What follows belongs to an exercise in optimizing a design on an open flow for small area and a short achievable clock period; a production flow would make more cautious choices.
Where RTL was checked, it was by simulation tests only, not by an equivalence proof against the original.
No driver is modelled on the clock port, so clocking that relies on it looks cheaper here than on a real chip.
Power figures rest on the tool's default switching activity, not on a simulated workload.

## the reference run
Design top, start of the top module:
module top(
	input clk_i,
	input rstn_i,
	input acc_en_i,
	input wr_en_i,
	input [2:0] addr_i,
	input [15:0] wdata_i,
	input input1_i,
	input input2_i,
	input input3_i,
	input input4_i,
	input input5_i,
	input input6_i,
	input input7_i,
	input input8_i,
	input input9_i,
	input input10_i,
	input input11_i,
	input input12_i,
	input input13_i,
	input input14_i,
	input input15_i,
	output [15:0] rdata_o,
	output output_o
);
clock: 25.0 ns
lec_check: 0
cap_margin: 20
core_margin: 2
core_utilization: 70
cts_buf_list: sky130_fd_sc_hd__clkbuf_4 sky130_fd_sc_hd__clkbuf_8
cts_cluster_diameter: 60
cts_cluster_size: 30
slew_margin: 20
synth_hierarchical: 1
synth_minimum_keep_size: 0
standard.sh (not shown) runs the stock make flow with config.mk's settings and CLKGATE_MAP_FILE= SYNTH_SCRIPT=/design/flow/synth_recipe.tcl, a recipe that flattens the netlist after the stock synthesis.
==> flow/flow/run.sh <==
#!/bin/bash
# Layout flow: the standard ORFS flow, with port buffers of a plain buffer
# cell, a clock tree of small clock buffers without dummy loads, and timing
# repair aimed at a larger setup margin. Clock period and constraints are
# the standard flow's own.
set -euo pipefail
W=$(pwd)
bash standard.sh \
  "BUFFER_PORTS_ARGS=-buffer_cell sky130_fd_sc_hd__buf_2" \
  "SETUP_SLACK_MARGIN=13.8" \
  "CTS_ARGS=-sink_clustering_enable -repair_clock_nets -dont_use_dummy_load -buf_list {sky130_fd_sc_hd__clkbuf_4}" \
  finish > "$W/flow_make.log" 2>&1
Changes in the trial run relative to the reference run:
==> flow/flow/run.sh <==
#!/bin/bash
# Layout flow: the standard ORFS flow, with port buffers of a plain buffer
# cell, a clock tree without dummy loads, and timing repair aimed at a larger
# setup margin. Clock period and constraints are the standard flow's own.
set -euo pipefail
W=$(pwd)
bash standard.sh \
  "BUFFER_PORTS_ARGS=-buffer_cell sky130_fd_sc_hd__buf_2" \
  "CTS_ARGS=-sink_clustering_enable -repair_clock_nets -dont_use_dummy_load -sink_clustering_size 30 -sink_clustering_max_diameter 60 -buf_list {sky130_fd_sc_hd__clkbuf_4 sky130_fd_sc_hd__clkbuf_8}" \
  finish > "$W/flow_make.log" 2>&1
- The reference run → the trial run: power higher; fraction of power consumed by combinational cells decreased by 2.4 points relative to the old numbers; per-cell routed wire length moved down; cell area down 4.0%.
- Largest net degree at the start of global routing was lower in the run labelled the trial run.
No functional check of the RTL was part of any run of this note.

* * *

Another version of the RTL of top (not shown whole).
Size in the first run: ~620 cells after synthesis, roughly 55 I/O pins.
Settings: LEC_CHECK=0, CAP_MARGIN=20, CORE_MARGIN=2, CORE_UTILIZATION=70, CTS_BUF_LIST=sky130_fd_sc_hd__clkbuf_4 sky130_fd_sc_hd__clkbuf_8, CTS_CLUSTER_DIAMETER=60, CTS_CLUSTER_SIZE=30, SLEW_MARGIN=20; clock period 25.0 ns.
==> flow/flow/run.sh <==
#!/bin/bash
# Layout flow: the standard ORFS flow, with port buffers of a plain buffer
# cell, a clock tree without dummy loads, and timing repair aimed at a larger
# setup margin. Clock period and constraints are the standard flow's own.
set -euo pipefail
W=$(pwd)
bash standard.sh \
  "BUFFER_PORTS_ARGS=-buffer_cell sky130_fd_sc_hd__buf_2" \
  "SETUP_SLACK_MARGIN=14" \
  "CTS_ARGS=-sink_clustering_enable -repair_clock_nets -dont_use_dummy_load -sink_clustering_size 50 -sink_clustering_max_diameter 200 -buf_list {sky130_fd_sc_hd__clkbuf_4 sky130_fd_sc_hd__clkbuf_8}" \
  finish > "$W/flow_make.log" 2>&1
Then changed:
==> flow/run.sh (new file) <==
#!/bin/bash
# synth_recipe.tcl (not shown) runs the flow's synth.tcl, then flattens the netlist and writes it again
# the make line also repeats each setting of config.mk as NAME=value (left out here)
make -C /OpenROAD-flow-scripts/flow DESIGN_CONFIG=/design/flow/config.mk WORK_HOME=/design/flow/orfs CLKGATE_MAP_FILE= SYNTH_SCRIPT=/design/flow/synth_recipe.tcl finish
removed: flow/flow/run.sh
removed: flow/standard.sh
What happened:
- non-clock buffer count falls by 16
- global-route usage falls by 1.6 points
- worst setup slack got worse by 1.7 ns
- clock-buffer cell count rises by 3
- critical path depth falls by 1
- register-to-register slack got worse by 0.11 ns

* * *

MS:
Another version of the RTL of top (not shown whole).
Size in the first run: roughly 550 cells after synthesis, roughly 6800 sq um of cells after synthesis.
==> flow/config.mk <==
export PLATFORM = sky130hd
export DESIGN_NAME = top
export DESIGN_NICKNAME = top
export VERILOG_FILES = /design/flow/design.v
export SDC_FILE = /design/flow/constraint.sdc
export NUM_CORES = 4
export LEC_CHECK = 0
export CAP_MARGIN = 20
export CORE_MARGIN = 2
export CORE_UTILIZATION = 70
export CTS_BUF_LIST = sky130_fd_sc_hd__clkbuf_4 sky130_fd_sc_hd__clkbuf_8
export CTS_CLUSTER_DIAMETER = 60
export CTS_CLUSTER_SIZE = 30
export GPL_TIMING_DRIVEN = 1
export SLEW_MARGIN = 20
export SYNTH_HIERARCHICAL = 1
export SYNTH_MINIMUM_KEEP_SIZE = 0
==> flow/constraint.sdc <==
create_clock -name core_clock -period 25.0 [get_ports {clk_i}]
set_input_delay 5.0000 -clock core_clock [delete_from_list [all_inputs] [get_ports {clk_i}]]
set_output_delay 5.0000 -clock core_clock [all_outputs]
set_load 0.01 [all_outputs]
==> flow/flow/run.sh <==
#!/bin/bash
# Layout flow: the standard ORFS flow, with port buffers of a plain buffer
# cell, a clock tree without dummy loads whose lightly loaded leaf buffers get
# a smaller cell (flow/post_cts.tcl), and timing repair aimed at a larger setup
# margin using only gate sizing and pin swaps. Clock period and constraints are
# the standard flow's own.
set -euo pipefail
W=$(pwd)
export POST_CTS_TCL="$W/flow/post_cts.tcl"
export SMALL_CLKBUF_MAX_SLEW=0.095
bash standard.sh \
  "BUFFER_PORTS_ARGS=-buffer_cell sky130_fd_sc_hd__buf_2" \
  "CTS_ARGS=-sink_clustering_enable -repair_clock_nets -dont_use_dummy_load -buf_list {sky130_fd_sc_hd__clkbuf_8}" \
  "SETUP_SLACK_MARGIN=13.8" "SETUP_MOVE_SEQUENCE=sizeup,swap" \
  finish > "$W/flow_make.log" 2>&1
==> flow/flow/post_cts.tcl <==
# After CTS: a leaf clock buffer gets a smaller clock buffer cell when the
# clock pins it drives keep a slew below SMALL_CLKBUF_MAX_SLEW (ns) with it.
# The smaller cell fits where the larger one was placed.
set max_slew 0.095
if {[info exists ::env(SMALL_CLKBUF_MAX_SLEW)]} { set max_slew $::env(SMALL_CLKBUF_MAX_SLEW) }
set_propagated_clock [all_clocks]
foreach inst [get_cells clkbuf_*] {
  if {[get_property $inst ref_name] != "sky130_fd_sc_hd__clkbuf_8"} { continue }
  set net [get_nets -of_objects [get_pins -of_objects $inst -filter "direction==output"]]
  set loads [get_pins -of_objects $net -filter "direction==input"]
  set leaf 1
  foreach p $loads {
    if {[string match "*clkbuf*" [get_full_name $p]]} { set leaf 0 }
  }
  if {!$leaf} { continue }
  replace_cell $inst sky130_fd_sc_hd__clkbuf_4
  estimate_parasitics -placement
  set ms 0
  foreach p $loads {
    set s [get_property $p slew_max]
    if {$s > $ms} { set ms $s }
  }
  if {$ms > $max_slew} {
    replace_cell $inst sky130_fd_sc_hd__clkbuf_8
  }
}
estimate_parasitics -placement
No stage failed in MS, and the final checks on the layout all came back clean.
The following lists how TR was set up differently from MS:
--- a/flow/flow/run.sh
+++ b/flow/flow/run.sh
@@ -13,3 +13,3 @@
   "CTS_ARGS=-sink_clustering_enable -repair_clock_nets -dont_use_dummy_load -buf_list {sky130_fd_sc_hd__clkbuf_8}" \
-  "SETUP_SLACK_MARGIN=13.8" "SETUP_MOVE_SEQUENCE=sizeup,swap" \
+  "SETUP_SLACK_MARGIN=14.1" "SETUP_MOVE_SEQUENCE=sizeup,swap" \
   finish > "$W/flow_make.log" 2>&1
--- a/flow/config.mk
+++ b/flow/config.mk
@@ -13,3 +13,2 @@
 export CTS_CLUSTER_SIZE = 30
-export GPL_TIMING_DRIVEN = 1
 export SLEW_MARGIN = 20
Side by side, length of routed wiring on met1 turned out lower in TR than in MS.
From TR to MS, clock tree buffer count of the final layout did not move at all.
Delta(worst setup slack, TR - MS) > 0
[compare] base=MS new=TR: total power after layout picked up an extra 0.0021 mW; relative contribution of combinational cells to total power essentially unchanged; multi-input combinational cell area increased by about 1% relative to the old numbers; cell count barely changed.
Endpoint required time on the critical path across MS and TR: no real change.
The endpoint of the most critical setup path comes out rdata_o[5] in one run and rdata_o[2] in the other, namely in MS and TR respectively.

* * *

Another version of the RTL of top (not shown whole).
Size in the first run: roughly 530 cells after synthesis, ~55 I/O pins, ~6700 µm² of cells after synthesis.
## top
module top(
	input clk_i,
	input rstn_i,
	input acc_en_i,
	input wr_en_i,
	input [2:0] addr_i,
	input [15:0] wdata_i,
	input input1_i,
	input input2_i,
	input input3_i,
	input input4_i,
	input input5_i,
	input input6_i,
	input input7_i,
	input input8_i,
	input input9_i,
	input input10_i,
	input input11_i,
	input input12_i,
	input input13_i,
	input input14_i,
	input input15_i,
	output [15:0] rdata_o,
	output output_o
);
clock: 25.0 ns
lec_check: 0
cap_margin: 20
core_margin: 2
core_utilization: 70
cts_buf_list: sky130_fd_sc_hd__clkbuf_4 sky130_fd_sc_hd__clkbuf_8
cts_cluster_diameter: 60
cts_cluster_size: 30
slew_margin: 20
synth_hierarchical: 1
synth_minimum_keep_size: 0
==> flow/flow/run.sh <==
#!/bin/bash
# Layout flow: the standard ORFS flow, with port buffers of a plain buffer
# cell, a clock tree without dummy loads, and timing repair tuned (sizing
# only, power recovery on). Clock period and constraints are the standard flow's own.
set -euo pipefail
W=$(pwd)
bash standard.sh \
  "BUFFER_PORTS_ARGS=-buffer_cell sky130_fd_sc_hd__buf_2" \
  "CTS_ARGS=-sink_clustering_enable -repair_clock_nets -dont_use_dummy_load -buf_list {sky130_fd_sc_hd__clkbuf_8}" \
  "RECOVER_POWER=100"  \
  finish > "$W/flow_make.log" 2>&1
The starting point completed without violations.
Edit:
--- a/flow/flow/run.sh
+++ b/flow/flow/run.sh
@@ -3,2 +3,3 @@
-# cell, a clock tree without dummy loads, and timing repair tuned (sizing
-# only, power recovery on). Clock period and constraints are the standard flow's own.
+# cell, a clock tree without dummy loads, and timing repair aimed at a larger
+# setup margin with a restricted set of moves. Clock period and constraints
+# are the standard flow's own.
@@ -10 +11 @@
-  "RECOVER_POWER=100"  \
+  "SETUP_SLACK_MARGIN=13.8" "SETUP_MOVE_SEQUENCE=sizeup,swap" \
Effect: Setup slack is better by 760 ps; hold slack improves by 4.3 ps; register-to-register slack degrades by 80 ps; synthesized area stays the same; final cell count stays flat; utilization grows by 1.8 points; sequential share of layout area fell by 1.2 points; sequential cell count does not change; total power is higher by about 0.56%; count of clock-buffer cells in the layout stays the same; die area does not change.
Edit:
==> flow/flow/run.sh (replaced) <==
#!/bin/bash
# Layout flow: the standard ORFS flow, with port buffers of a plain buffer
# cell, a clock tree without dummy loads, and timing repair aimed at a larger
# setup margin. Clock period and constraints are the standard flow's own.
set -euo pipefail
W=$(pwd)
bash standard.sh \
  "BUFFER_PORTS_ARGS=-buffer_cell sky130_fd_sc_hd__buf_2" \
  "CTS_ARGS=-sink_clustering_enable -repair_clock_nets -dont_use_dummy_load -sink_clustering_size 30 -sink_clustering_max_diameter 60 -buf_list {sky130_fd_sc_hd__clkbuf_4 sky130_fd_sc_hd__clkbuf_8}" \
  finish > "$W/flow_make.log" 2>&1
=>
- synthesized cell count does not change
- cell area came out lower by about 0.7%
- power hardly moves
- sequential cell count is unchanged
- routed wire length came out lower by about 2.4%
- via count drops by 1.3%
- sequential share of layout area went up by 0.35 points
- setup slack loses 380 ps
- clock power barely changes
Edit:
==> flow/flow/run.sh (replaced) <==
#!/bin/bash
# Layout flow: the standard ORFS flow, with port buffers of the smallest buffer
# cell, a clock tree without dummy loads whose lightly loaded leaf buffers get
# a smaller cell (flow/post_cts.tcl), and timing repair aimed at a larger setup
# margin using only gate sizing and pin swaps. Clock period and constraints are
# the standard flow's own.
set -euo pipefail
W=$(pwd)
export POST_CTS_TCL="$W/flow/post_cts.tcl"
export SMALL_CLKBUF_MAX_SLEW=0.095
bash standard.sh \
  "BUFFER_PORTS_ARGS=-buffer_cell sky130_fd_sc_hd__buf_1" \
  "CTS_ARGS=-sink_clustering_enable -repair_clock_nets -dont_use_dummy_load -buf_list {sky130_fd_sc_hd__clkbuf_8}" \
  "SETUP_SLACK_MARGIN=13.8" "SETUP_MOVE_SEQUENCE=sizeup,swap" \
  finish > "$W/flow_make.log" 2>&1
==> flow/flow/post_cts.tcl (new file) <==
# After CTS: a leaf clock buffer gets a smaller clock buffer cell when the
# clock pins it drives keep a slew below SMALL_CLKBUF_MAX_SLEW (ns) with it.
# The smaller cell fits where the larger one was placed.
set max_slew 0.095
if {[info exists ::env(SMALL_CLKBUF_MAX_SLEW)]} { set max_slew $::env(SMALL_CLKBUF_MAX_SLEW) }
set_propagated_clock [all_clocks]
foreach inst [get_cells clkbuf_*] {
  if {[get_property $inst ref_name] != "sky130_fd_sc_hd__clkbuf_8"} { continue }
  set net [get_nets -of_objects [get_pins -of_objects $inst -filter "direction==output"]]
  set loads [get_pins -of_objects $net -filter "direction==input"]
  set leaf 1
  foreach p $loads {
    if {[string match "*clkbuf*" [get_full_name $p]]} { set leaf 0 }
  }
  if {!$leaf} { continue }
  replace_cell $inst sky130_fd_sc_hd__clkbuf_4
  estimate_parasitics -placement
  set ms 0
  foreach p $loads {
    set s [get_property $p slew_max]
    if {$s > $ms} { set ms $s }
  }
  if {$ms > $max_slew} {
    replace_cell $inst sky130_fd_sc_hd__clkbuf_8
  }
}
estimate_parasitics -placement
=>
- worst setup slack got worse by 36 ps
- clock skew came out lower by 5.1 ps
- utilization came out lower by 0.66 points
- final area came out lower by 0.87%
- wire length came out lower by 0.79%
- final cell count barely changes

## afterwards: timing with drivers on the ports
In the flow no input, the clock included, has a driving cell. The finished layouts below were timed again as built, in two steps.
Step 1: set_driving_cell puts a clkbuf_16 on clk_i and a buf_2 on each other input, an assumption about the parent block.
Step 2 times the ports against the registers' clock, not the clock port: input delays grow and output delays shrink by t, the midpoint of the rising clock arrivals with the driver on.
Slacks: no drivers / after step 1 / after step 2; pairs: no drivers / after step 1.
run	t, ns	setup slack, ns	hold WS [ns]	latest minus earliest clock arrival (ns)	worst register clock-pin slew, ns
the reference run	0.542	13.754 / 13.666 / 13.666	0.494 / 0.494 / 0.494	0.038 / 0.038	0.11 / 0.11
the trial run	0.452	13.213 / 13.187 / 13.187	0.464 / 0.464 / 0.464	0.032 / 0.032	0.08 / 0.08
the first run of note 2	0.468	13.591 / 13.484 / 13.484	0.513 / 0.513 / 0.513	0.031 / 0.030	0.08 / 0.08
the second run of note 2	0.487	11.889 / 11.865 / 11.865	0.511 / 0.511 / 0.511	0.013 / 0.013	0.08 / 0.08
MS	0.445	13.826 / 13.787 / 13.664	0.542 / 0.542 / 0.542	0.023 / 0.023	0.10 / 0.10
TR	0.438	13.882 / 13.822 / 13.822	0.475 / 0.475 / 0.475	0.028 / 0.027	0.09 / 0.09
the first run of note 4	0.460	12.715 / 12.690 / 12.690	0.480 / 0.480 / 0.480	0.034 / 0.034	0.08 / 0.08
the second run of note 4	0.454	13.472 / 13.408 / 13.408	0.485 / 0.485 / 0.485	0.031 / 0.031	0.08 / 0.08
the third run of note 4	0.459	13.094 / 13.074 / 13.074	0.495 / 0.495 / 0.495	0.035 / 0.035	0.08 / 0.08
the fourth run of note 4	0.429	13.058 / 13.008 / 13.008	0.482 / 0.482 / 0.482	0.030 / 0.029	0.09 / 0.09
After both steps every run listed still meets setup and hold. The setup slack of MS, which loses most, moves by -0.039 ns with the drivers and by -0.162 ns with both steps.
